Context: an optimization exercise on an open-source flow, tuned for small area. The choices shown serve that exercise and are no tape-out recipe. Function was checked by simulation only, so behaviour that the tests miss may differ from the original. No driver is modelled on the clock port, so clock power and skew are understated where the tree is cut down; a real chip needs a root buffer or a tree.

Design HighClockToLowClock, start of the top module:
module HighClockToLowClock(HighClock, resetn, HighFreq, LowFreq, LowClock);
	input HighClock;
	input resetn;
	input [31:0] HighFreq;
	input [31:0] LowFreq;
	output reg LowClock;
	reg  [31:0] rn;
	wire [32:0] c;
	wire [31:0] s;
	assign c[0] = 1'b0;
	genvar i;
	generate
		for (i = 0; i < 32; i = i + 1) begin : add
			assign s[i]   = rn[i] ^ LowFreq[i] ^ c[i];
			assign c[i+1] = (rn[i] & LowFreq[i]) | (rn[i] & c[i]) | (LowFreq[i] & c[i]);
		end
	endgenerate
	wire hit = c[32];
	wire load = hit | !resetn;
	always @(posedge HighClock)
		rn <= load ? ~HighFreq : s;
	always @(posedge HighClock or negedge resetn)
		if (!resetn)
			LowClock <= 1'b0;
		else if (hit)
			LowClock <= !LowClock;
endmodule
Size in the first run: roughly 130 cells after synthesis.
export LEC_CHECK = 0
export ABC_CLOCK_PERIOD_IN_PS = 80000
export CAP_MARGIN = 20
export CORE_MARGIN = 2
export CORE_UTILIZATION = 45
export GPL_TIMING_DRIVEN = 0
export SLEW_MARGIN = 20
create_clock -name core_clock -period 100.0 [get_ports {HighClock}]
standard.sh (not shown) runs the stock make flow with config.mk's settings and CLKGATE_MAP_FILE= SYNTH_SCRIPT=/design/flow/synth_recipe.tcl, a recipe that flattens the netlist after the stock synthesis.
==> flow/flow/run.sh <==
#!/bin/bash
# ORFS layout (the standard.sh) with these changes:
#  - after the standard synthesis, its next-state logic is re-mapped by hand
#    (flow/remap.py), keeping every register instance as synthesis made it; a
#    yosys equivalence check (flow/equiv.ys) against the standard netlist must
#    pass before the re-mapped netlist is used;
#  - every port gets the smallest buffer (buf_1);
#  - the clock tree is three clkbuf_4, each at the centre of its group of flip-flops
#    (flow/cts_small_tree.tcl), instead of an H-tree.
set -euo pipefail
here=$(pwd)
export BUFFER_PORTS_ARGS="-buffer_cell sky130_fd_sc_hd__buf_1"
export CLK_BUF_CELLS="sky130_fd_sc_hd__clkbuf_8 sky130_fd_sc_hd__clkbuf_4"
export PRE_CTS_TCL="$here/flow/cts_small_tree.tcl"
YOSYS=$(command -v yosys || echo "$FLOW_HOME/../tools/install/yosys/bin/yosys")

bash standard.sh synth > synth.log 2>&1

res=$here/orfs/results/$FLOW_PLATFORM/HighClockToLowClock/base
cp "$res/1_2_yosys.v" "$here/standard_netlist.v"
python3 flow/remap.py "$here/standard_netlist.v" "$here/remapped.v" > remap.log 2>&1
sed -e "s|GOLD_V|$here/standard_netlist.v|" -e "s|GATE_V|$here/remapped.v|" \
  flow/equiv.ys > equiv_run.ys
"$YOSYS" -l equiv.log equiv_run.ys > /dev/null 2>&1
cp "$here/remapped.v" "$res/1_2_yosys.v"
rm -f "$res/1_synth.odb" "$res/1_synth.sdc"
echo "remapped netlist is equivalent to the standard synthesis; using it"

bash standard.sh > standard.log 2>&1
==> flow/flow/cts_small_tree.tcl <==
# Small clock tree: HighClock drives a few clock buffers ($::env(CLK_BUF_CELLS)),
# each driving one group of clock sinks. The sinks are sorted by x and split
# into contiguous groups sized in proportion to each buffer's drive strength;
# each buffer is placed at the centre of its group. Runs before ORFS's CTS
# step, which is then skipped.
set block [ord::get_db_block]
set clk_net [$block findNet HighClock]
set cells $::env(CLK_BUF_CELLS)

set sinks {}
foreach iterm [$clk_net getITerms] {
  set loc [[$iterm getInst] getLocation]
  lappend sinks [list [lindex $loc 0] [lindex $loc 1] $iterm]
}
set sinks [lsort -integer -index 0 $sinks]
set n [llength $sinks]

set total 0
foreach c $cells { incr total [lindex [split $c _] end] }

set start 0
set k 0
foreach c $cells {
  set drive [lindex [split $c _] end]
  incr k
  if { $k == [llength $cells] } {
    set end $n
  } else {
    set end [expr {$start + int(round(double($n) * $drive / $total))}]
  }
  set master [[ord::get_db] findMaster $c]
  set buf_inst [odb::dbInst_create $block $master clkbuf_$k]
  set leaf_net [odb::dbNet_create $block clknet_leaf_$k]
  $leaf_net setSigType CLOCK
  set sx 0
  set sy 0
  foreach s [lrange $sinks $start [expr {$end - 1}]] {
    set sx [expr {$sx + [lindex $s 0]}]
    set sy [expr {$sy + [lindex $s 1]}]
    set iterm [lindex $s 2]
    $iterm disconnect
    $iterm connect $leaf_net
  }
  set m [expr {$end - $start}]
  [$buf_inst findITerm A] connect $clk_net
  [$buf_inst findITerm X] connect $leaf_net
  $buf_inst setLocation [expr {$sx / $m}] [expr {$sy / $m}]
  $buf_inst setPlacementStatus PLACED
  puts "clock tree: $c drives $m clock sinks"
  set start $end
}

proc clock_tree_synthesis { args } {
  puts "clock_tree_synthesis skipped: the clock tree was built by cts_small_tree.tcl"
}
Other scripts of this flow, unchanged in this note and not shown: flow/flow/equiv.ys, flow/flow/remap.py
The first run finished with timing, DRC and antenna clean.
==> next run, changes <==
--- a/flow/flow/run.sh
+++ b/flow/flow/run.sh
@@ -12,3 +12,3 @@
 export BUFFER_PORTS_ARGS="-buffer_cell sky130_fd_sc_hd__buf_1"
-export CLK_BUF_CELLS="sky130_fd_sc_hd__clkbuf_8 sky130_fd_sc_hd__clkbuf_4"
+export CLK_BUF_CELLS="sky130_fd_sc_hd__clkbuf_4 sky130_fd_sc_hd__clkbuf_4 sky130_fd_sc_hd__clkbuf_4"
 export PRE_CTS_TCL="$here/flow/cts_small_tree.tcl"
After rerunning:
- setup slack gets worse by 0.014 ns
- global-route usage is unchanged
- sequential cell count does not change
- die area does not change
In every run of this note, the design's own scripts or RTL, not TritonCTS, make the clock network.

[afterwards: timing with drivers on the ports]
The results above use ideal ports. As a check the final layouts listed here were re-extracted and re-timed, cells and wires unchanged. Step 1, drivers: a clkbuf_16 drives HighClock and a buf_2 each remaining input, both assumed. Step 2, shift: input delay + t, output delay - t, t = (earliest + latest rising clock arrival at the registers) / 2. This alone moves slack from input paths to output paths. a / b / c = ideal ports / drivers / drivers and shift; a / b = the first two.
run | shift t [ns] | setup slack, ns | worst register clock-pin slew, ns | worst data-port slew with drivers (ns) | pins driven straight from the clock port
the first run | 0.205 | 66.471 / 66.480 / 66.276 | 0.12 / 0.12 | 0.04 | 2
the second run | 0.199 | 66.457 / 66.466 / 66.268 | 0.11 / 0.11 | 0.04 | 3
After both steps setup and hold are still met in every run listed. For the first run, which loses most, drivers alone change the setup slack by +0.009 ns; drivers and shift together by -0.195 ns.
